This design comes from an exercise in tuning for small area and a short achievable clock period on the open sky130 flow, not from production work. Only the layout flow was run in this run; the RTL was not checked for function there.

[flow/run.sh]
#!/bin/bash
# synth_recipe.tcl (not shown) runs the flow's synth.tcl, then flattens the netlist and writes it again
# the make line also repeats each setting of config.mk as NAME=value (left out here)
make -C /OpenROAD-flow-scripts/flow DESIGN_CONFIG=/design/flow/config.mk WORK_HOME=/design/flow/orfs CLKGATE_MAP_FILE= SYNTH_SCRIPT=/design/flow/synth_recipe.tcl finish
[flow/config.mk]
export PLATFORM = sky130hd
export DESIGN_NAME = neuron
export DESIGN_NICKNAME = neuron
export VERILOG_FILES = /design/flow/design.v
export SDC_FILE = /design/flow/constraint.sdc
export NUM_CORES = 4
export LEC_CHECK = 0
export CAP_MARGIN = 20
export CORE_MARGIN = 2
export CORE_UTILIZATION = 40
export SETUP_SLACK_MARGIN = 5
export SLEW_MARGIN = 20
export SYNTH_HIERARCHICAL = 1
[flow/constraint.sdc]
create_clock -name core_clock -period 9.5 [get_ports {clk}]
set_input_delay 1.9000 -clock core_clock [delete_from_list [all_inputs] [get_ports {clk}]]
set_output_delay 1.9000 -clock core_clock [all_outputs]
set_load 0.01 [all_outputs]
[flow/design.v]
`timescale 1ns/1ns
module datapath(
    input clk , rst , ldX , ldT , upd ,
    input signed [6:0] x1in , x2in ,
    input signed [1:0] tin ,
    output [1:0] tout ,
    output eq
);
    reg signed [6:0] x1 , x2 ;
    reg t1 ;
    reg [11:0] w1h , w2h ;
    reg [7:0] bhp ;
    wire ng = tin[1] ;
    wire [11:0] w1n , w2n ;
    wire [7:0] bhn = bhp + {{6{ng}}, ~tin[1], 1'b1} ;
    wire [6:0] x1n = ldX ? x1in : x1 ;
    wire [6:0] x2n = ldX ? x2in : x2 ;
    always @(posedge clk, posedge rst) begin
        if (rst) begin
            x1 <= 0 ; x2 <= 0 ; t1 <= 0 ;
            w1h <= 0 ; w2h <= 0 ; bhp <= 8'd16 ;
        end else begin
            x1 <= x1n ; x2 <= x2n ;
            if (ldT) t1 <= tin[1] ;
            if (upd) begin w1h <= w1n ; w2h <= w2n ; bhp <= bhn ; end
        end
    end
    wire [1:0] lo1 = {x1n[0] & w1h[1], x1n[0] & w1h[0]} ;
    wire [1:0] lo2 = {x2n[0] & w2h[1], x2n[0] & w2h[0]} ;
    wire [2:0] tlo = {1'b0, lo1 + lo2} + {1'b0, (x1n[1] & w1h[0]) ^ (x2n[1] & w2h[0]), 1'b0} ;
    wire [1:0] m1 = {(x1n[1] & w1h[0]) ^ (x1n[0] & w1h[1]), x1n[0] & w1h[0]} ;
    wire [1:0] m2 = {(x2n[1] & w2h[0]) ^ (x2n[0] & w2h[1]), x2n[0] & w2h[0]} ;
    wire [3:0] kq = {1'b0, tlo} + 4'd4 - {2'b0, m1} - {2'b0, m2} ;
    wire n1 = x1in[0] ^ tin[1];
    wire n2 = x1in[1] ^ tin[1];
    wire n3 = x1in[2] ^ tin[1];
    wire n4 = x1in[3] ^ tin[1];
    wire n5 = x1in[4] ^ tin[1];
    wire n6 = x1in[5] ^ tin[1];
    wire n7 = x1in[6] ^ tin[1];
    wire n8, n9;
    fa u_n8 (.a(w1h[0]), .b(n1), .c(ng), .s(n8), .co(n9));
    wire n10, n11;
    fa u_n10 (.a(w1h[1]), .b(n2), .c(n1), .s(n10), .co(n11));
    wire n12, n13;
    fa u_n12 (.a(w1h[2]), .b(n3), .c(n2), .s(n12), .co(n13));
    wire n14, n15;
    fa u_n14 (.a(w1h[3]), .b(n4), .c(n3), .s(n14), .co(n15));
    wire n16, n17;
    fa u_n16 (.a(w1h[4]), .b(n5), .c(n4), .s(n16), .co(n17));
    wire n18, n19;
    fa u_n18 (.a(w1h[5]), .b(n6), .c(n5), .s(n18), .co(n19));
    wire n20, n21;
    fa u_n20 (.a(w1h[6]), .b(n7), .c(n6), .s(n20), .co(n21));
    wire n22, n23;
    fa u_n22 (.a(w1h[7]), .b(n7), .c(n7), .s(n22), .co(n23));
    wire n24, n25;
    fa u_n24 (.a(w1h[8]), .b(n7), .c(n7), .s(n24), .co(n25));
    wire n26, n27;
    fa u_n26 (.a(w1h[9]), .b(n7), .c(n7), .s(n26), .co(n27));
    wire n28, n29;
    fa u_n28 (.a(w1h[10]), .b(n7), .c(n7), .s(n28), .co(n29));
    wire n30 = w1h[11] ^ n7 ^ n7;
    wire n31 = n8 & ng;
    wire n32 = n10 & n9;
    wire n33 = n12 & n11;
    wire n34 = n14 & n13;
    wire n35 = n16 & n15;
    wire n36 = n18 & n17;
    wire n37 = n20 & n19;
    wire n38 = n22 & n21;
    wire n39 = n24 & n23;
    wire n40 = n26 & n25;
    wire n41 = n28 & n27;
    wire n42 = n30 & n29;
    wire n43 = n8 ^ ng;
    wire n44 = n10 ^ n9;
    wire n45 = n12 ^ n11;
    wire n46 = n14 ^ n13;
    wire n47 = n16 ^ n15;
    wire n48 = n18 ^ n17;
    wire n49 = n20 ^ n19;
    wire n50 = n22 ^ n21;
    wire n51 = n24 ^ n23;
    wire n52 = n26 ^ n25;
    wire n53 = n28 ^ n27;
    wire n54 = n30 ^ n29;
    wire n55 = n31 | n43 & ng;
    wire n56 = n32 | n44 & n55;
    wire n57 = n44 & n43;
    wire n58 = n34 | n46 & n33;
    wire n59 = n46 & n45;
    wire n60 = n36 | n48 & n35;
    wire n61 = n48 & n47;
    wire n62 = n38 | n50 & n37;
    wire n63 = n50 & n49;
    wire n64 = n40 | n52 & n39;
    wire n65 = n52 & n51;
    wire n66 = n42 | n54 & n41;
    wire n67 = n54 & n53;
    wire n68 = n33 | n45 & n56;
    wire n69 = n45 & n57;
    wire n70 = n58 | n59 & n56;
    wire n71 = n59 & n57;
    wire n72 = n37 | n49 & n60;
    wire n73 = n49 & n61;
    wire n74 = n62 | n63 & n60;
    wire n75 = n63 & n61;
    wire n76 = n41 | n53 & n64;
    wire n77 = n53 & n65;
    wire n78 = n66 | n67 & n64;
    wire n79 = n67 & n65;
    wire n80 = n35 | n47 & n70;
    wire n81 = n47 & n71;
    wire n82 = n60 | n61 & n70;
    wire n83 = n61 & n71;
    wire n84 = n72 | n73 & n70;
    wire n85 = n73 & n71;
    wire n86 = n74 | n75 & n70;
    wire n87 = n75 & n71;
    wire n88 = n39 | n51 & n86;
    wire n89 = n51 & n87;
    wire n90 = n64 | n65 & n86;
    wire n91 = n65 & n87;
    wire n92 = n76 | n77 & n86;
    wire n93 = n77 & n87;
    wire n94 = n78 | n79 & n86;
    wire n95 = n79 & n87;
    wire n96 = n43 ^ ng;
    wire n97 = n44 ^ n55;
    wire n98 = n45 ^ n56;
    wire n99 = n46 ^ n68;
    wire n100 = n47 ^ n70;
    wire n101 = n48 ^ n80;
    wire n102 = n49 ^ n82;
    wire n103 = n50 ^ n84;
    wire n104 = n51 ^ n86;
    wire n105 = n52 ^ n88;
    wire n106 = n53 ^ n90;
    wire n107 = n54 ^ n92;
    wire n108 = x2in[0] ^ tin[1];
    wire n109 = x2in[1] ^ tin[1];
    wire n110 = x2in[2] ^ tin[1];
    wire n111 = x2in[3] ^ tin[1];
    wire n112 = x2in[4] ^ tin[1];
    wire n113 = x2in[5] ^ tin[1];
    wire n114 = x2in[6] ^ tin[1];
    wire n115, n116;
    fa u_n115 (.a(w2h[0]), .b(n108), .c(ng), .s(n115), .co(n116));
    wire n117, n118;
    fa u_n117 (.a(w2h[1]), .b(n109), .c(n108), .s(n117), .co(n118));
    wire n119, n120;
    fa u_n119 (.a(w2h[2]), .b(n110), .c(n109), .s(n119), .co(n120));
    wire n121, n122;
    fa u_n121 (.a(w2h[3]), .b(n111), .c(n110), .s(n121), .co(n122));
    wire n123, n124;
    fa u_n123 (.a(w2h[4]), .b(n112), .c(n111), .s(n123), .co(n124));
    wire n125, n126;
    fa u_n125 (.a(w2h[5]), .b(n113), .c(n112), .s(n125), .co(n126));
    wire n127, n128;
    fa u_n127 (.a(w2h[6]), .b(n114), .c(n113), .s(n127), .co(n128));
    wire n129, n130;
    fa u_n129 (.a(w2h[7]), .b(n114), .c(n114), .s(n129), .co(n130));
    wire n131, n132;
    fa u_n131 (.a(w2h[8]), .b(n114), .c(n114), .s(n131), .co(n132));
    wire n133, n134;
    fa u_n133 (.a(w2h[9]), .b(n114), .c(n114), .s(n133), .co(n134));
    wire n135, n136;
    fa u_n135 (.a(w2h[10]), .b(n114), .c(n114), .s(n135), .co(n136));
    wire n137 = w2h[11] ^ n114 ^ n114;
    wire n138 = n115 & ng;
    wire n139 = n117 & n116;
    wire n140 = n119 & n118;
    wire n141 = n121 & n120;
    wire n142 = n123 & n122;
    wire n143 = n125 & n124;
    wire n144 = n127 & n126;
    wire n145 = n129 & n128;
    wire n146 = n131 & n130;
    wire n147 = n133 & n132;
    wire n148 = n135 & n134;
    wire n149 = n137 & n136;
    wire n150 = n115 ^ ng;
    wire n151 = n117 ^ n116;
    wire n152 = n119 ^ n118;
    wire n153 = n121 ^ n120;
    wire n154 = n123 ^ n122;
    wire n155 = n125 ^ n124;
    wire n156 = n127 ^ n126;
    wire n157 = n129 ^ n128;
    wire n158 = n131 ^ n130;
    wire n159 = n133 ^ n132;
    wire n160 = n135 ^ n134;
    wire n161 = n137 ^ n136;
    wire n162 = n138 | n150 & ng;
    wire n163 = n139 | n151 & n162;
    wire n164 = n151 & n150;
    wire n165 = n141 | n153 & n140;
    wire n166 = n153 & n152;
    wire n167 = n143 | n155 & n142;
    wire n168 = n155 & n154;
    wire n169 = n145 | n157 & n144;
    wire n170 = n157 & n156;
    wire n171 = n147 | n159 & n146;
    wire n172 = n159 & n158;
    wire n173 = n149 | n161 & n148;
    wire n174 = n161 & n160;
    wire n175 = n140 | n152 & n163;
    wire n176 = n152 & n164;
    wire n177 = n165 | n166 & n163;
    wire n178 = n166 & n164;
    wire n179 = n144 | n156 & n167;
    wire n180 = n156 & n168;
    wire n181 = n169 | n170 & n167;
    wire n182 = n170 & n168;
    wire n183 = n148 | n160 & n171;
    wire n184 = n160 & n172;
    wire n185 = n173 | n174 & n171;
    wire n186 = n174 & n172;
    wire n187 = n142 | n154 & n177;
    wire n188 = n154 & n178;
    wire n189 = n167 | n168 & n177;
    wire n190 = n168 & n178;
    wire n191 = n179 | n180 & n177;
    wire n192 = n180 & n178;
    wire n193 = n181 | n182 & n177;
    wire n194 = n182 & n178;
    wire n195 = n146 | n158 & n193;
    wire n196 = n158 & n194;
    wire n197 = n171 | n172 & n193;
    wire n198 = n172 & n194;
    wire n199 = n183 | n184 & n193;
    wire n200 = n184 & n194;
    wire n201 = n185 | n186 & n193;
    wire n202 = n186 & n194;
    wire n203 = n150 ^ ng;
    wire n204 = n151 ^ n162;
    wire n205 = n152 ^ n163;
    wire n206 = n153 ^ n175;
    wire n207 = n154 ^ n177;
    wire n208 = n155 ^ n187;
    wire n209 = n156 ^ n189;
    wire n210 = n157 ^ n191;
    wire n211 = n158 ^ n193;
    wire n212 = n159 ^ n195;
    wire n213 = n160 ^ n197;
    wire n214 = n161 ^ n199;
    wire n215 = w1h[0] & w2h[0];
    wire n216 = w1h[1] & w2h[1];
    wire n217 = w1h[2] & w2h[2];
    wire n218 = w1h[3] & w2h[3];
    wire n219 = w1h[4] & w2h[4];
    wire n220 = w1h[5] & w2h[5];
    wire n221 = w1h[6] & w2h[6];
    wire n222 = w1h[7] & w2h[7];
    wire n223 = w1h[8] & w2h[8];
    wire n224 = w1h[9] & w2h[9];
    wire n225 = w1h[10] & w2h[10];
    wire n226 = w1h[11] & w2h[11];
    wire n227 = w1h[11] & w2h[11];
    wire n228 = w1h[0] ^ w2h[0];
    wire n229 = w1h[1] ^ w2h[1];
    wire n230 = w1h[2] ^ w2h[2];
    wire n231 = w1h[3] ^ w2h[3];
    wire n232 = w1h[4] ^ w2h[4];
    wire n233 = w1h[5] ^ w2h[5];
    wire n234 = w1h[6] ^ w2h[6];
    wire n235 = w1h[7] ^ w2h[7];
    wire n236 = w1h[8] ^ w2h[8];
    wire n237 = w1h[9] ^ w2h[9];
    wire n238 = w1h[10] ^ w2h[10];
    wire n239 = w1h[11] ^ w2h[11];
    wire n240 = w1h[11] ^ w2h[11];
    wire n241 = n216 | n229 & n215;
    wire n242 = n229 & n228;
    wire n243 = n218 | n231 & n217;
    wire n244 = n231 & n230;
    wire n245 = n220 | n233 & n219;
    wire n246 = n233 & n232;
    wire n247 = n222 | n235 & n221;
    wire n248 = n235 & n234;
    wire n249 = n224 | n237 & n223;
    wire n250 = n237 & n236;
    wire n251 = n226 | n239 & n225;
    wire n252 = n239 & n238;
    wire n253 = n217 | n230 & n241;
    wire n254 = n230 & n242;
    wire n255 = n243 | n244 & n241;
    wire n256 = n244 & n242;
    wire n257 = n221 | n234 & n245;
    wire n258 = n234 & n246;
    wire n259 = n247 | n248 & n245;
    wire n260 = n248 & n246;
    wire n261 = n225 | n238 & n249;
    wire n262 = n238 & n250;
    wire n263 = n251 | n252 & n249;
    wire n264 = n252 & n250;
    wire n265 = n219 | n232 & n255;
    wire n266 = n232 & n256;
    wire n267 = n245 | n246 & n255;
    wire n268 = n246 & n256;
    wire n269 = n257 | n258 & n255;
    wire n270 = n258 & n256;
    wire n271 = n259 | n260 & n255;
    wire n272 = n260 & n256;
    wire n273 = n227 | n240 & n263;
    wire n274 = n240 & n264;
    wire n275 = n223 | n236 & n271;
    wire n276 = n236 & n272;
    wire n277 = n249 | n250 & n271;
    wire n278 = n250 & n272;
    wire n279 = n261 | n262 & n271;
    wire n280 = n262 & n272;
    wire n281 = n263 | n264 & n271;
    wire n282 = n264 & n272;
    wire n283 = n273 | n274 & n271;
    wire n284 = n274 & n272;
    wire n285 = n229 ^ n215;
    wire n286 = n230 ^ n241;
    wire n287 = n231 ^ n253;
    wire n288 = n232 ^ n255;
    wire n289 = n233 ^ n265;
    wire n290 = n234 ^ n267;
    wire n291 = n235 ^ n269;
    wire n292 = n236 ^ n271;
    wire n293 = n237 ^ n275;
    wire n294 = n238 ^ n277;
    wire n295 = n239 ^ n279;
    wire n296 = n240 ^ n281;
    wire n297 = x1n[0] ? (x2n[0] ? n286 : w1h[2]) : (x2n[0] & w2h[2]);
    wire n298 = x1n[0] ? (x2n[0] ? n287 : w1h[3]) : (x2n[0] & w2h[3]);
    wire n299 = x1n[0] ? (x2n[0] ? n288 : w1h[4]) : (x2n[0] & w2h[4]);
    wire n300 = x1n[0] ? (x2n[0] ? n289 : w1h[5]) : (x2n[0] & w2h[5]);
    wire n301 = x1n[0] ? (x2n[0] ? n290 : w1h[6]) : (x2n[0] & w2h[6]);
    wire n302 = x1n[0] ? (x2n[0] ? n291 : w1h[7]) : (x2n[0] & w2h[7]);
    wire n303 = x1n[0] ? (x2n[0] ? n292 : w1h[8]) : (x2n[0] & w2h[8]);
    wire n304 = x1n[0] ? (x2n[0] ? n293 : w1h[9]) : (x2n[0] & w2h[9]);
    wire n305 = x1n[0] ? (x2n[0] ? n294 : w1h[10]) : (x2n[0] & w2h[10]);
    wire n306 = x1n[0] ? (x2n[0] ? n295 : w1h[11]) : (x2n[0] & w2h[11]);
    wire n307 = x1n[0] ? (x2n[0] ? n296 : w1h[11]) : (x2n[0] & w2h[11]);
    wire n308 = ~n307;
    wire n309 = x1n[1] ? (x2n[1] ? n285 : w1h[1]) : (x2n[1] & w2h[1]);
    wire n310 = x1n[1] ? (x2n[1] ? n286 : w1h[2]) : (x2n[1] & w2h[2]);
    wire n311 = x1n[1] ? (x2n[1] ? n287 : w1h[3]) : (x2n[1] & w2h[3]);
    wire n312 = x1n[1] ? (x2n[1] ? n288 : w1h[4]) : (x2n[1] & w2h[4]);
    wire n313 = x1n[1] ? (x2n[1] ? n289 : w1h[5]) : (x2n[1] & w2h[5]);
    wire n314 = x1n[1] ? (x2n[1] ? n290 : w1h[6]) : (x2n[1] & w2h[6]);
    wire n315 = x1n[1] ? (x2n[1] ? n291 : w1h[7]) : (x2n[1] & w2h[7]);
    wire n316 = x1n[1] ? (x2n[1] ? n292 : w1h[8]) : (x2n[1] & w2h[8]);
    wire n317 = x1n[1] ? (x2n[1] ? n293 : w1h[9]) : (x2n[1] & w2h[9]);
    wire n318 = x1n[1] ? (x2n[1] ? n294 : w1h[10]) : (x2n[1] & w2h[10]);
    wire n319 = x1n[1] ? (x2n[1] ? n295 : w1h[11]) : (x2n[1] & w2h[11]);
    wire n320 = x1n[1] ? (x2n[1] ? n296 : w1h[11]) : (x2n[1] & w2h[11]);
    wire n321 = ~n320;
    wire n322 = x1n[2] ? (x2n[2] ? n228 : w1h[0]) : (x2n[2] & w2h[0]);
    wire n323 = x1n[2] ? (x2n[2] ? n285 : w1h[1]) : (x2n[2] & w2h[1]);
    wire n324 = x1n[2] ? (x2n[2] ? n286 : w1h[2]) : (x2n[2] & w2h[2]);
    wire n325 = x1n[2] ? (x2n[2] ? n287 : w1h[3]) : (x2n[2] & w2h[3]);
    wire n326 = x1n[2] ? (x2n[2] ? n288 : w1h[4]) : (x2n[2] & w2h[4]);
    wire n327 = x1n[2] ? (x2n[2] ? n289 : w1h[5]) : (x2n[2] & w2h[5]);
    wire n328 = x1n[2] ? (x2n[2] ? n290 : w1h[6]) : (x2n[2] & w2h[6]);
    wire n329 = x1n[2] ? (x2n[2] ? n291 : w1h[7]) : (x2n[2] & w2h[7]);
    wire n330 = x1n[2] ? (x2n[2] ? n292 : w1h[8]) : (x2n[2] & w2h[8]);
    wire n331 = x1n[2] ? (x2n[2] ? n293 : w1h[9]) : (x2n[2] & w2h[9]);
    wire n332 = x1n[2] ? (x2n[2] ? n294 : w1h[10]) : (x2n[2] & w2h[10]);
    wire n333 = x1n[2] ? (x2n[2] ? n295 : w1h[11]) : (x2n[2] & w2h[11]);
    wire n334 = x1n[2] ? (x2n[2] ? n296 : w1h[11]) : (x2n[2] & w2h[11]);
    wire n335 = ~n334;
    wire n336 = x1n[3] ? (x2n[3] ? n228 : w1h[0]) : (x2n[3] & w2h[0]);
    wire n337 = x1n[3] ? (x2n[3] ? n285 : w1h[1]) : (x2n[3] & w2h[1]);
    wire n338 = x1n[3] ? (x2n[3] ? n286 : w1h[2]) : (x2n[3] & w2h[2]);
    wire n339 = x1n[3] ? (x2n[3] ? n287 : w1h[3]) : (x2n[3] & w2h[3]);
    wire n340 = x1n[3] ? (x2n[3] ? n288 : w1h[4]) : (x2n[3] & w2h[4]);
    wire n341 = x1n[3] ? (x2n[3] ? n289 : w1h[5]) : (x2n[3] & w2h[5]);
    wire n342 = x1n[3] ? (x2n[3] ? n290 : w1h[6]) : (x2n[3] & w2h[6]);
    wire n343 = x1n[3] ? (x2n[3] ? n291 : w1h[7]) : (x2n[3] & w2h[7]);
    wire n344 = x1n[3] ? (x2n[3] ? n292 : w1h[8]) : (x2n[3] & w2h[8]);
    wire n345 = x1n[3] ? (x2n[3] ? n293 : w1h[9]) : (x2n[3] & w2h[9]);
    wire n346 = x1n[3] ? (x2n[3] ? n294 : w1h[10]) : (x2n[3] & w2h[10]);
    wire n347 = x1n[3] ? (x2n[3] ? n295 : w1h[11]) : (x2n[3] & w2h[11]);
    wire n348 = x1n[3] ? (x2n[3] ? n296 : w1h[11]) : (x2n[3] & w2h[11]);
    wire n349 = ~n348;
    wire n350 = x1n[4] ? (x2n[4] ? n228 : w1h[0]) : (x2n[4] & w2h[0]);
    wire n351 = x1n[4] ? (x2n[4] ? n285 : w1h[1]) : (x2n[4] & w2h[1]);
    wire n352 = x1n[4] ? (x2n[4] ? n286 : w1h[2]) : (x2n[4] & w2h[2]);
    wire n353 = x1n[4] ? (x2n[4] ? n287 : w1h[3]) : (x2n[4] & w2h[3]);
    wire n354 = x1n[4] ? (x2n[4] ? n288 : w1h[4]) : (x2n[4] & w2h[4]);
    wire n355 = x1n[4] ? (x2n[4] ? n289 : w1h[5]) : (x2n[4] & w2h[5]);
    wire n356 = x1n[4] ? (x2n[4] ? n290 : w1h[6]) : (x2n[4] & w2h[6]);
    wire n357 = x1n[4] ? (x2n[4] ? n291 : w1h[7]) : (x2n[4] & w2h[7]);
    wire n358 = x1n[4] ? (x2n[4] ? n292 : w1h[8]) : (x2n[4] & w2h[8]);
    wire n359 = x1n[4] ? (x2n[4] ? n293 : w1h[9]) : (x2n[4] & w2h[9]);
    wire n360 = x1n[4] ? (x2n[4] ? n294 : w1h[10]) : (x2n[4] & w2h[10]);
    wire n361 = x1n[4] ? (x2n[4] ? n295 : w1h[11]) : (x2n[4] & w2h[11]);
    wire n362 = x1n[5] ? (x2n[5] ? n228 : w1h[0]) : (x2n[5] & w2h[0]);
    wire n363 = x1n[5] ? (x2n[5] ? n285 : w1h[1]) : (x2n[5] & w2h[1]);
    wire n364 = x1n[5] ? (x2n[5] ? n286 : w1h[2]) : (x2n[5] & w2h[2]);
    wire n365 = x1n[5] ? (x2n[5] ? n287 : w1h[3]) : (x2n[5] & w2h[3]);
    wire n366 = x1n[5] ? (x2n[5] ? n288 : w1h[4]) : (x2n[5] & w2h[4]);
    wire n367 = x1n[5] ? (x2n[5] ? n289 : w1h[5]) : (x2n[5] & w2h[5]);
    wire n368 = x1n[5] ? (x2n[5] ? n290 : w1h[6]) : (x2n[5] & w2h[6]);
    wire n369 = x1n[5] ? (x2n[5] ? n291 : w1h[7]) : (x2n[5] & w2h[7]);
    wire n370 = x1n[5] ? (x2n[5] ? n292 : w1h[8]) : (x2n[5] & w2h[8]);
    wire n371 = x1n[5] ? (x2n[5] ? n293 : w1h[9]) : (x2n[5] & w2h[9]);
    wire n372 = x1n[5] ? (x2n[5] ? n294 : w1h[10]) : (x2n[5] & w2h[10]);
    wire n373 = x1n[6] ? (x2n[6] ? n228 : w1h[0]) : (x2n[6] & w2h[0]);
    wire n374 = ~n373;
    wire n375 = x1n[6] ? (x2n[6] ? n285 : w1h[1]) : (x2n[6] & w2h[1]);
    wire n376 = ~n375;
    wire n377 = x1n[6] ? (x2n[6] ? n286 : w1h[2]) : (x2n[6] & w2h[2]);
    wire n378 = ~n377;
    wire n379 = x1n[6] ? (x2n[6] ? n287 : w1h[3]) : (x2n[6] & w2h[3]);
    wire n380 = ~n379;
    wire n381 = x1n[6] ? (x2n[6] ? n288 : w1h[4]) : (x2n[6] & w2h[4]);
    wire n382 = ~n381;
    wire n383 = x1n[6] ? (x2n[6] ? n289 : w1h[5]) : (x2n[6] & w2h[5]);
    wire n384 = ~n383;
    wire n385 = x1n[6] ? (x2n[6] ? n290 : w1h[6]) : (x2n[6] & w2h[6]);
    wire n386 = ~n385;
    wire n387 = x1n[6] ? (x2n[6] ? n291 : w1h[7]) : (x2n[6] & w2h[7]);
    wire n388 = ~n387;
    wire n389 = x1n[6] ? (x2n[6] ? n292 : w1h[8]) : (x2n[6] & w2h[8]);
    wire n390 = ~n389;
    wire n391 = x1n[6] ? (x2n[6] ? n293 : w1h[9]) : (x2n[6] & w2h[9]);
    wire n392 = ~n391;
    wire n393 = 1'b1;
    wire n394 = 1'b1;
    wire n395 = 1'b1;
    wire n396 = 1'b1;
    wire n397, n398;
    fa u_n397 (.a(n393), .b(n297), .c(n309), .s(n397), .co(n398));
    wire n399, n400;
    fa u_n399 (.a(n322), .b(kq[2]), .c(n397), .s(n399), .co(n400));
    wire n401, n402;
    fa u_n401 (.a(n394), .b(n298), .c(n310), .s(n401), .co(n402));
    wire n403, n404;
    fa u_n403 (.a(n323), .b(n336), .c(kq[3]), .s(n403), .co(n404));
    wire n405, n406;
    fa u_n405 (.a(n398), .b(n401), .c(n403), .s(n405), .co(n406));
    wire n407, n408;
    fa u_n407 (.a(n395), .b(n299), .c(n311), .s(n407), .co(n408));
    wire n409, n410;
    fa u_n409 (.a(n324), .b(n337), .c(n350), .s(n409), .co(n410));
    wire n411, n412;
    fa u_n411 (.a(n402), .b(n407), .c(n409), .s(n411), .co(n412));
    wire n413, n414;
    fa u_n413 (.a(n404), .b(n411), .c(n406), .s(n413), .co(n414));
    wire n415, n416;
    fa u_n415 (.a(n396), .b(n300), .c(n312), .s(n415), .co(n416));
    wire n417, n418;
    fa u_n417 (.a(n325), .b(n338), .c(n351), .s(n417), .co(n418));
    wire n419, n420;
    fa u_n419 (.a(n362), .b(n408), .c(n410), .s(n419), .co(n420));
    wire n421, n422;
    fa u_n421 (.a(n415), .b(n417), .c(n419), .s(n421), .co(n422));
    wire n425, n426;
    fa u_n425 (.a(n301), .b(n313), .c(n326), .s(n425), .co(n426));
    wire n427, n428;
    fa u_n427 (.a(n339), .b(n352), .c(n363), .s(n427), .co(n428));
    wire n429, n430;
    fa u_n429 (.a(n374), .b(n416), .c(n418), .s(n429), .co(n430));
    wire n431, n432;
    fa u_n431 (.a(n425), .b(n427), .c(n420), .s(n431), .co(n432));
    wire n433, n434;
    fa u_n433 (.a(n429), .b(n422), .c(n431), .s(n433), .co(n434));
    wire n435, n436;
    fa u_n435 (.a(n302), .b(n314), .c(n327), .s(n435), .co(n436));
    wire n437, n438;
    fa u_n437 (.a(n340), .b(n353), .c(n364), .s(n437), .co(n438));
    wire n439, n440;
    fa u_n439 (.a(n376), .b(n426), .c(n428), .s(n439), .co(n440));
    wire n441, n442;
    fa u_n441 (.a(n435), .b(n437), .c(n430), .s(n441), .co(n442));
    wire n443, n444;
    fa u_n443 (.a(n439), .b(n432), .c(n441), .s(n443), .co(n444));
    wire n445, n446;
    fa u_n445 (.a(bhp[0]), .b(n303), .c(n315), .s(n445), .co(n446));
    wire n447, n448;
    fa u_n447 (.a(n328), .b(n341), .c(n354), .s(n447), .co(n448));
    wire n449, n450;
    fa u_n449 (.a(n365), .b(n378), .c(n436), .s(n449), .co(n450));
    wire n451, n452;
    fa u_n451 (.a(n438), .b(n445), .c(n447), .s(n451), .co(n452));
    wire n453, n454;
    fa u_n453 (.a(n440), .b(n449), .c(n451), .s(n453), .co(n454));
    wire n457, n458;
    fa u_n457 (.a(bhp[1]), .b(n304), .c(n316), .s(n457), .co(n458));
    wire n459, n460;
    fa u_n459 (.a(n329), .b(n342), .c(n355), .s(n459), .co(n460));
    wire n461, n462;
    fa u_n461 (.a(n366), .b(n380), .c(n446), .s(n461), .co(n462));
    wire n463, n464;
    fa u_n463 (.a(n448), .b(n457), .c(n459), .s(n463), .co(n464));
    wire n465, n466;
    fa u_n465 (.a(n450), .b(n461), .c(n452), .s(n465), .co(n466));
    wire n467, n468;
    fa u_n467 (.a(n463), .b(n454), .c(n465), .s(n467), .co(n468));
    wire n469, n470;
    fa u_n469 (.a(bhp[2]), .b(n305), .c(n317), .s(n469), .co(n470));
    wire n471, n472;
    fa u_n471 (.a(n330), .b(n343), .c(n356), .s(n471), .co(n472));
    wire n473, n474;
    fa u_n473 (.a(n367), .b(n382), .c(n458), .s(n473), .co(n474));
    wire n475, n476;
    fa u_n475 (.a(n460), .b(n469), .c(n471), .s(n475), .co(n476));
    wire n477, n478;
    fa u_n477 (.a(n462), .b(n473), .c(n464), .s(n477), .co(n478));
    wire n479, n480;
    fa u_n479 (.a(n475), .b(n466), .c(n477), .s(n479), .co(n480));
    wire n481, n482;
    fa u_n481 (.a(bhp[3]), .b(n306), .c(n318), .s(n481), .co(n482));
    wire n483, n484;
    fa u_n483 (.a(n331), .b(n344), .c(n357), .s(n483), .co(n484));
    wire n485, n486;
    fa u_n485 (.a(n368), .b(n384), .c(n470), .s(n485), .co(n486));
    wire n487, n488;
    fa u_n487 (.a(n472), .b(n481), .c(n483), .s(n487), .co(n488));
    wire n489, n490;
    fa u_n489 (.a(n474), .b(n485), .c(n476), .s(n489), .co(n490));
    wire n491, n492;
    fa u_n491 (.a(n487), .b(n478), .c(n489), .s(n491), .co(n492));
    wire n493, n494;
    fa u_n493 (.a(bhp[4]), .b(n308), .c(n319), .s(n493), .co(n494));
    wire n495, n496;
    fa u_n495 (.a(n332), .b(n345), .c(n358), .s(n495), .co(n496));
    wire n497, n498;
    fa u_n497 (.a(n369), .b(n386), .c(n482), .s(n497), .co(n498));
    wire n499, n500;
    fa u_n499 (.a(n484), .b(n493), .c(n495), .s(n499), .co(n500));
    wire n501, n502;
    fa u_n501 (.a(n486), .b(n497), .c(n488), .s(n501), .co(n502));
    wire n503, n504;
    fa u_n503 (.a(n499), .b(n490), .c(n501), .s(n503), .co(n504));
    wire n505, n506;
    fa u_n505 (.a(bhp[5]), .b(n321), .c(n333), .s(n505), .co(n506));
    wire n507, n508;
    fa u_n507 (.a(n346), .b(n359), .c(n370), .s(n507), .co(n508));
    wire n509, n510;
    fa u_n509 (.a(n388), .b(n494), .c(n496), .s(n509), .co(n510));
    wire n511, n512;
    fa u_n511 (.a(n505), .b(n507), .c(n498), .s(n511), .co(n512));
    wire n513, n514;
    fa u_n513 (.a(n509), .b(n500), .c(n502), .s(n513), .co(n514));
    wire n517, n518;
    fa u_n517 (.a(bhp[6]), .b(n335), .c(n347), .s(n517), .co(n518));
    wire n519, n520;
    fa u_n519 (.a(n360), .b(n371), .c(n390), .s(n519), .co(n520));
    wire n521, n522;
    fa u_n521 (.a(n506), .b(n508), .c(n517), .s(n521), .co(n522));
    wire n523, n524;
    fa u_n523 (.a(n519), .b(n510), .c(n521), .s(n523), .co(n524));
    wire n527 = bhp[7] ^ n349 ^ n361;
    wire n528 = n372 ^ n392 ^ n518;
    wire n529 = n520 ^ n527 ^ n528;
    wire n530 = n522 ^ n524 ^ n529;
    assign w1n = {n107, n106, n105, n104, n103, n102, n101, n100, n99, n98, n97, n96} ;
    assign w2n = {n214, n213, n212, n211, n210, n209, n208, n207, n206, n205, n204, n203} ;
    reg [26:0] cs ;
    always @(posedge clk, posedge rst) begin
        if (rst) cs <= 27'b011101010110111010001010010 ;
        else cs <= {n399, n413, n530, n503, n492, n491, n480, n479, n468, n467, n443, n434, n433, n405, n400, n514, n523, n512, n513, n504, n511, n444, n453, n442, n414, n421, n412} ;
    end
    wire n423, n424;
    fa u_n423 (.a(cs[0]), .b(cs[1]), .c(cs[2]), .s(n423), .co(n424));
    wire n455, n456;
    fa u_n455 (.a(cs[3]), .b(cs[4]), .c(cs[5]), .s(n455), .co(n456));
    wire n515, n516;
    fa u_n515 (.a(cs[6]), .b(cs[7]), .c(cs[8]), .s(n515), .co(n516));
    wire n525, n526;
    fa u_n525 (.a(cs[9]), .b(cs[10]), .c(cs[11]), .s(n525), .co(n526));
    wire n531 = cs[12] & cs[13];
    wire n532 = cs[12] ^ cs[13];
    wire n533 = n424 & cs[14];
    wire n534 = n424 ^ cs[14];
    wire n535 = cs[15] & cs[16];
    wire n536 = cs[15] ^ cs[16];
    wire n537 = n456 & cs[17];
    wire n538 = n456 ^ cs[17];
    wire n539 = cs[18] & cs[19];
    wire n540 = cs[18] ^ cs[19];
    wire n541 = cs[20] & cs[21];
    wire n542 = cs[20] ^ cs[21];
    wire n543 = cs[22] & cs[23];
    wire n544 = cs[22] ^ cs[23];
    wire n545 = n516 & n525;
    wire n546 = n516 ^ n525;
    wire n547 = n526 & cs[24];
    wire n548 = n526 ^ cs[24];
    wire n549 = cs[25] & n531;
    wire n550 = cs[25] & n532;
    wire n551 = n550 & cs[26];
    wire n552 = n535 | n536 & n533;
    wire n553 = n536 & n534;
    wire n554 = n553 & n423;
    wire n555 = n552 | n554 & n549;
    wire n556 = n554 & n551;
    wire n557 = n539 | n540 & n537;
    wire n558 = n540 & n538;
    wire n559 = n558 & n455;
    wire n560 = n543 | n544 & n541;
    wire n561 = n544 & n542;
    wire n562 = n546 & n515;
    wire n563 = n545 | n562 & n560;
    wire n564 = n562 & n561;
    wire n565 = n563 | n564 & n557;
    wire n566 = n564 & n559;
    wire n567 = n565 | n566 & n555;
    wire n568 = n566 & n556;
    wire n569 = n526 ^ cs[24] ^ n567;
    assign eq = ~(n569 ^ t1) ;
    assign tout = { n569 , 1'b1 } ;
endmodule
module fa(input a, b, c, output s, co);
    assign s = a ^ b ^ c ;
    assign co = a & b | a & c | b & c ;
endmodule
`timescale 1ns/1ns
module controller(
    input clk , rst , eq , start , EOF , EOI ,
    output ldX , ldT , upd , updating ,
    output reg learned
);
    reg [2:0] ps, ns;
    localparam [2:0] idle = 0, starting = 1, toLearn = 2, getX = 3, update = 4, test = 5;
    always @(*) begin
        case (ps)
            idle     : ns = start ? starting : idle;
            starting : ns = learned ? test : toLearn;
            toLearn  : ns = getX;
            getX     : ns = EOF ? starting : (eq ? getX : update);
            update   : ns = getX;
            test     : ns = EOI ? idle : test;
            default  : ns = idle;
        endcase
    end
    assign ldX = (ps == getX) | (ps == test);
    assign ldT = (ps == getX);
    assign upd = (ps == getX) & ~EOF & ~eq;
    assign updating = (ps == getX) & ~eq;
    always @(posedge clk, posedge rst) begin
        if (rst) learned <= 1'b0;
        else if (ns == toLearn) learned <= 1'b1;
        else if (ns == update) learned <= 1'b0;
    end
    always @(posedge clk, posedge rst) begin
        if (rst) ps <= idle;
        else ps <= ns;
    end
endmodule
`timescale 1ns/1ns
module neuron(
    input clk , rst , start , EOI , EOF ,
    input signed [6:0] x1 , x2 ,
    input signed [1:0] tin ,
    output learned , updating ,
    output signed [1:0] tout
);
    wire ldX, ldT, upd, eq;
    datapath dp(
        .clk(clk), .rst(rst), .ldX(ldX), .ldT(ldT), .upd(upd),
        .x1in(x1), .x2in(x2), .tin(tin), .tout(tout), .eq(eq)
    );
    controller ct(
        .clk(clk), .rst(rst), .eq(eq), .start(start), .EOF(EOF), .EOI(EOI),
        .ldX(ldX), .ldT(ldT), .upd(upd), .updating(updating), .learned(learned)
    );
endmodule
==> notes.md <==
status finished clean; CP Data Arrival Time ~5300 ps; Cell Rows between 50 and 60; global-route wire length before repair approximately 39 mm; min-delay src dp.bhp[7]$_DFFE_PP0P_; Final period util 52.9%; via count of the first global-routing pass 7153; WHS 506 ps; Register Area 0.00195 sq mm; DRT antenna net count 0; EDFF count, synth 0; M2 GR Usage 37.3%; Worst Setup End Kind register; CP required between 9000 and 10000 ps; ys async rst share 100%; n_diodes 0; pin count of the biggest net entering global routing 74; vias 6825; clock latency (worst-skew pair) 350 ps; multi-input combinational cell area 0.00670 sq mm; DRC 0; Yosys warning total 8; Reg clk slew, reported paths 60 ps; critical path class in2reg; Core Footprint about 0.020 sq mm; Hold Path Depth 1; DP Wirelength 15.5 mm; clk sinks 77; Synth Flop Type dfrtp_1; M1 GR Usage 30.5%; Max Clock Skew 8.23 ps; Post-Place Worst Slack 2880 ps; Hold WC Path Type reg2reg; starting density of the core 40.9%; syn avg cell area 9.56 sq um; R2R Path End dp.cs[24]$_DFF_PP1_; I/O Pins 25; crit start category primary input; worst r2r path cells 21; FF-to-FF setup slack 4540 ps; max-slew headroom at the worst pin 33.9%; Post-Route WL 23.8 mm; Crit Path Max Fanout 4; maximum clock insertion buffer count 2; hold_buf cts 0; Layout Nets 1116; drt first-iter violations 486; Port-buffer cells 22; max frequency 0.199 GHz; routed len/inst 19.5 um; synthesized area 0.00830 sq mm; DR vias/cell 5.59; Syn Inst Count 868; remaining global-route overflow 0; min Tclk post-route 5030 ps; fillers 1831; FF+latch count, synth 77; synth unique cells 63; Synth-to-Final Area Change 25.8%; H-tree levels 3; final setup margin 4470 ps; Pre-Repair DR Iteration Count 5; max-cap violation count 0; CTS tree yes; Final Setup Violations 0; unrepaired setup endpoints after global routing yes; DIE WIDTH 148 um; initial antenna violation count 0; Total GRT Usage a little under a quarter; GP Congestion 0.876; max-slew violations 0; Die Y 148 um; worst-margin pin slew 992 ps; end point of the worst hold path dp.bhp[7]$_DFFE_PP0P_; Die ar. 0.0219 sq mm; TritonCTS buffer count 9; clock root buffer clkbuf_16; sequential-to-total area share from yosys stat 23.4%; Final Hold Fails 0; layout cells sized above 1 31.2%; busiest grt layer met2; reg2reg start dp.w1h[0]$_DFFE_PP0P_; total negative setup slack 0 ps; met3 track demand over resource 4.26%
[metrics by stage]
step,cells,utilization (%),cell area (sq um)
after floorplan,872,-,8660
after global placement,1113,43.6,8840
after detailed placement,1113,43.6,8840
after CTS,1209,50.4,10200
after global routing,1221,51.4,10400
final,1221,51.4,10400
[cell usage in the layout, fill, tap and decap left out, types with 15 or more instances in the layout]
cell      n
a21oi_1  65
buf_4    77
dfrtp_1  56
dfstp_2  15
fa_1     60
fa_2     41
ha_1     44
inv_1    26
mux2_2   16
nand2_1  96
nor2_1   64
o21ai_0  68
xnor2_1  30
xor2_1   19
[how the worst max path moves through the flow]
stage                            end  slack (ps)  depth (start not counted)             startpoint
2_1_floorplan  dp.w1h[8]$_DFFE_PP0P_        4110                         16                 tin[1]
3_3_place_gp     dp.cs[24]$_DFF_PP1_        2860                         16                  x2[3]
3_5_place_dp     dp.cs[24]$_DFF_PP1_        2880                         16                  x2[3]
4_1_cts        dp.w1h[8]$_DFFE_PP0P_        4490                         15                 tin[1]
5_1_grt          dp.cs[24]$_DFF_PP1_        4330                         23  dp.w1h[0]$_DFFE_PP0P_
6_report         dp.cs[24]$_DFF_PP1_        4470                         16                  x2[2]
[cell type report]
type | count | share of cell area, %
flip-flops and latches | 77 | 18.7
inverters | 35 | 1.34
well taps | 270 | 3.24
clock buffers | 14 | 2.43
clock inverters | 2 | 0.0959
multi-input cells | 708 | 64.2
repair buffers | 115 | 10.0
[flip-flops by register name, summed over array words and instances, names as in the netlist]
signal / cells
ct.ps: 3
dp.t1: 1
dp.x2: 7
dp.cs: 26
dp.w2h: 12
dp.x1: 7
dp.w1h: 12
dp.bhp: 8
ct.learned: 1
[cell usage after synthesis (all sizes together) (3+ instances only)]
library cell | n | area, sq um
mux2 | 19 | 214
xnor2 | 39 | 342
nor3 | 7 | 40.0
a22o | 13 | 114
inv | 35 | 131
a31oi | 3 | 18.8
fa | 101 | 2020
a21oi | 71 | 363
nand2 | 99 | 372
and3 | 7 | 43.8
xor2 | 23 | 201
dfrtp | 62 | 1550
a211oi | 4 | 65.1
nor2b | 6 | 37.5
a22oi | 11 | 87.6
nand3 | 6 | 30.0
o21a | 3 | 22.5
nand2b | 3 | 18.8
nor2 | 74 | 294
mux2i | 15 | 166
a21boi | 6 | 45.0
buf | 12 | 80.1
and2 | 4 | 25.0
clkbuf | 46 | 176
a21o | 15 | 115
o31ai | 4 | 30.0
o21ai | 91 | 463
dfstp | 15 | 394
ha | 48 | 601
[routing by layer]
layer	wire length (um)	up-vias	part of all wire [%]
li1	-	3103	-
met1	9840	3330	41
met2	11100	303	47
met3	1730	89	7.3
met4	1100	0	4.6
met5	0	-	0
[worst max-delay path, stage by stage]
cell and delay, ps:
clkdlybuf4s15_2 220, mux2i_4 190, inv_4 70, nor2_4 120
nand2_2 80, a21boi_4 170, fa_1 470, fa_1 520
fa_2 390, xnor2_2 140, xnor2_1 130, xnor2_1 220
xnor2_1 170, xnor2_1 160, xnor2_1 150, xnor2_1 180
[Yosys stat by module, one instance, submodules excluded, a selection]
module	flip-flops and latches	cells
controller	4	31
fa	0	1
datapath	73	750
[kinds of logic (layout without fill, tap and decap cells)]
kind of cell               count (synthesis)  in the layout  share of synthesized area, %
AOI/OAI and AO/OA                        235            235                          17.7
muxes                                     34             40                          4.58
DFF                                       77             77                          23.4
adders and majority gates                149            149                          31.6
other                                      1              5                        0.0452
buffers and inverters                     93            166                          4.67
and+or+nand+nor                          217            217                          11.4
xor gates and xnor gates                  62             62                          6.54
[repair_timing]
item	4_1_cts	5_1_grt
setup buffers	72	12
endpoints found under the setup margin	48	33
gates resized for setup	173	38
pin swaps	69	41
gates cloned	8	0

## afterwards: timing with drivers on the ports
The results above use ideal ports. As a check the final layout listed here was re-extracted and re-timed, cells and wires unchanged.
Step 1, drivers: a clkbuf_16 drives clk and a buf_2 each remaining input, both assumed.
Step 2 also shifts input and output timing later by t, the mid clock arrival at the registers, as if the neighbouring blocks saw the same clock.
a / b / c = ideal / step 1 / step 2; a / b = the first two.
t, ns: 0.385
slack for setup (ns): 4.472 / 4.422 / 4.037
worst hold slack (ns): 0.506 / 0.506 / 0.506
latest minus earliest clock arrival (ns): 0.008 / 0.008
worst data-port slew with drivers (ns): 0.17
After both steps setup and hold are still met in this run. The setup slack of this run moves by -0.050 ns with the drivers and by -0.435 ns with both steps.
